Background: an optimization exercise with open tools, aiming at small area and a short achievable clock period. Do not read the settings as production practice.
At most, simulation tests tie the RTL to the original design; equivalence was not proved.

green:
Design ConvEngine, start of the top module:
module ConvEngine (
    input         clk,
    input         rst,
    input  [31:0] DMAport,
    input         acc_enable,
    input         acc_clear,
    output [31:0] result
);
Size in the first run: ~1600 cells after synthesis, roughly 0.019 mm² of cells after synthesis.
make LEC_CHECK=0 ABC_CLOCK_PERIOD_IN_PS=2500 CAP_MARGIN=20 CORE_MARGIN=2 CORE_UTILIZATION=40 CTS_BUF_LIST=sky130_fd_sc_hd__clkbuf_8 SETUP_SLACK_MARGIN=4.5 SLEW_MARGIN=20 finish   # period 10.0 ns
run.sh (not shown) runs the stock make flow with config.mk's settings and CLKGATE_MAP_FILE= SYNTH_SCRIPT=/design/flow/synth_recipe.tcl, a recipe that flattens the netlist after the stock synthesis.
Input-level comparison between red and green:
- a change of SETUP_SLACK_MARGIN from 4.5 to 5
- a change of ABC_CLOCK_PERIOD_IN_PS from 2500 to 1000
==> flow/flow/run.sh (new file) <==
#!/bin/bash
# The standard layout, with plain buffers (not delay cells) on the ports.
set -euo pipefail
bash standard.sh "BUFFER_PORTS_ARGS=-buffer_cell sky130_fd_sc_hd__buf_2" finish > flow_make.log 2>&1
==> flow/standard.sh (new file) <==
#!/bin/bash
# synth_recipe.tcl (not shown) runs the flow's synth.tcl, then flattens the netlist and writes it again
# the make line also repeats each setting of config.mk as NAME=value (left out here)
make -C /OpenROAD-flow-scripts/flow DESIGN_CONFIG=/design/flow/config.mk WORK_HOME=/design/flow/orfs CLKGATE_MAP_FILE= SYNTH_SCRIPT=/design/flow/synth_recipe.tcl "${@:-finish}"
removed: flow/run.sh
--- outcome ---
Going from green to red, peak fanout along the critical path now larger; total routed wirelength now larger.
red vs. green: clock skew -0.0087 ns, number of buffers inserted by port buffering ~0 delta.
On count of placed standard cells including taps, green and red are basically level.
Changes observed in red relative to green: buffer count excluding the clock tree in the final layout increased by 16 relative to the old numbers; worst relative slew slack fell 0.93 points.
No functional check of the RTL was part of any run of this note.

* * *

Setup of north:
Another version of the RTL of ConvEngine (not shown whole).
Size in the first run: about 1700 cells after synthesis, ~300 flip-flops, ~68 I/O pins.
// ConvEngine
module ConvEngine (
    input         clk,
    input         rst,
    input  [31:0] DMAport,
    input         acc_enable,
    input         acc_clear,
    output [31:0] result
);
  reg  [23:0] R0, R1, R2, R3, R4, R5;
  reg  [5:0]  z;               
  reg  [2:0]  lr;              
  reg  [31:0] acc_p, acc_g;    
  wire       wr  = DMAport[7];
  wire [2:0] sel = DMAport[2:0];
  wire [23:0] data = DMAport[31:8];
  wire       valid = wr & (sel < 3'd6);
  always @(posedge clk) begin
    if (wr) begin
      case (sel)
        3'd0: R0 <= data;
        3'd1: R1 <= data;
        3'd2: R2 <= data;
        3'd3: R3 <= data;
        3'd4: R4 <= data;
        3'd5: R5 <= data;
        default: ;
      endcase
    end
  end
  wire [2:0] lrn = valid ? ((sel == 3'd0 || sel == 3'd3) ? 3'b001 :
                            (sel == 3'd1 || sel == 3'd4) ? 3'b010 : 3'b100) : lr;
  wire [5:0] zn = z & ~({5'd0, valid} << sel);
  always @(posedge clk or posedge rst) begin
    if (rst) begin
      z <= 6'b111111;
      lr <= 3'b001;
    end else begin
      z <= zn;
      lr <= lrn;
    end
  end
  wire       wp = valid & (sel < 3'd3);      
  wire       wk = valid & (sel >= 3'd3);     
  wire [2:0] qp = {3{~wp}} & lrn & ~z[2:0];
  wire [2:0] qk = {3{~wk}} & lrn & ~z[5:3];
  ...
make LEC_CHECK=0 ABC_CLOCK_PERIOD_IN_PS=2500 CAP_MARGIN=20 CORE_MARGIN=2 CORE_UTILIZATION=40 SETUP_SLACK_MARGIN=4.5 SLEW_MARGIN=20 finish   # period 10.0 ns
Stock flow here: none of the scripts above is used.
The following lists how south was set up differently from north:
- ABC_CLOCK_PERIOD_IN_PS: 2500 -> 2000
- CTS_BUF_LIST: unset -> sky130_fd_sc_hd__clkbuf_8
- SETUP_SLACK_MARGIN: 4.5 -> 5
==> flow/flow/run.sh (new file) <==
#!/bin/bash
# The standard layout, with plain buffers (not delay cells) on the ports.
set -euo pipefail
bash standard.sh "BUFFER_PORTS_ARGS=-buffer_cell sky130_fd_sc_hd__buf_2" finish > flow_make.log 2>&1
==> flow/standard.sh (new file) <==
#!/bin/bash
# synth_recipe.tcl (not shown) runs the flow's synth.tcl, then flattens the netlist and writes it again
# the make line also repeats each setting of config.mk as NAME=value (left out here)
make -C /OpenROAD-flow-scripts/flow DESIGN_CONFIG=/design/flow/config.mk WORK_HOME=/design/flow/orfs CLKGATE_MAP_FILE= SYNTH_SCRIPT=/design/flow/synth_recipe.tcl "${@:-finish}"
removed: flow/run.sh
### Flow results
- On cell area: south sits above north.
- north → south: via count grew by 2.5%.
## Diff of input files: east against south
- CTS_BUF_LIST no longer set, was sky130_fd_sc_hd__clkbuf_8
==> flow/run.sh (new file) <==
#!/bin/bash
# synth_recipe.tcl (not shown) runs the flow's synth.tcl, then flattens the netlist and writes it again
# the make line also repeats each setting of config.mk as NAME=value (left out here)
make -C /OpenROAD-flow-scripts/flow DESIGN_CONFIG=/design/flow/config.mk WORK_HOME=/design/flow/orfs CLKGATE_MAP_FILE= SYNTH_SCRIPT=/design/flow/synth_recipe.tcl finish
removed: flow/flow/run.sh
removed: flow/standard.sh
Findings:
Every stage of the flow completed for east, and the final layout passed the timing, DRC and antenna checks. east — number of buffers added for setup after CTS about 24% higher, south as reference. Compared with south, east shows a largest driver fanout on the critical path that is 3 lower. Measured against each other, south and east differ in proportion of cell area occupied by registers, the higher figure coming from south. Reported for south and east, number of antenna violations at the first check in global routing turned out identical to the last digit. Summary of east over south: clock-cell share of area moved up; global-route wire length before repair +0.50%; count of instances resized after the clock tree is built +58; global-route usage level. Taking south as the reference point, the number of logic stages on the critical path including buffering of east falls by 2. east ended up with XP[14] as its start point of the critical path; south ended up with XP[20].
#### Input delta (west over east)
- setting CTS_BUF_LIST to sky130_fd_sc_hd__clkbuf_8 for the first time
- changing SETUP_SLACK_MARGIN from 5 to 4.5
- changing ABC_CLOCK_PERIOD_IN_PS from 2000 to 2500
Findings:
- From east to west, cell area after technology mapping did not move at all.
- Count of placed standard cells in the final layout, fillers left out: west vs east, no meaningful difference
- In west relative to east, highest clock rate had gone down by a few percent.
- The lower first-iteration DRC count came out of west.
- For west, the endpoint of the worst setup timing path was result[17], unlike east, where it was X[15].
- Taking east as the reference, in west effective utilization at floorplan did not really move, multi-input combinational area share saw little to no change, final area went down, die area neither gained nor lost much.
- On west: detailed route wirelength on metal3 is about 4.3% lower than what east gave.

==> re-timing with driven ports <==
In the flow no input, the clock included, has a driving cell. The finished layouts below were timed again as built, in two steps. Step 1: set_driving_cell puts a clkbuf_16 on clk and a buf_2 on each other input, an assumption about the parent block. Step 2 moves the port delays by t, midway between the first and last clock arrival at a register: inputs arrive t later, outputs are due t later. That takes back most of the time a late clock gives input paths. Slacks: no drivers / after step 1 / after step 2; pairs: no drivers / after step 1.
run	t (ns)	slack for setup (ns)	hold slack, ns	worst setup path at the end	clock arrival spread, ns
green	0.678	4.607 / 4.555 / 4.558	0.440 / 0.440 / 0.440	input to register	0.029 / 0.029
red	0.675	4.642 / 4.611 / 4.642	0.438 / 0.438 / 0.438	register to register	0.024 / 0.024
north	0.601	4.567 / 4.510 / 4.500	0.460 / 0.460 / 0.460	input to register	0.031 / 0.030
south	0.700	4.745 / 4.744 / 4.745	0.456 / 0.456 / 0.456	register to register	0.070 / 0.070
east	0.589	4.778 / 4.761 / 4.542	0.463 / 0.463 / 0.463	input to register	0.014 / 0.014
west	0.697	4.628 / 4.574 / 4.467	0.448 / 0.448 / 0.448	input to register	0.042 / 0.042
After both steps setup and hold are still met in every run listed. The setup slack of east, which loses most, moves by -0.017 ns with the drivers and by -0.236 ns with both steps.
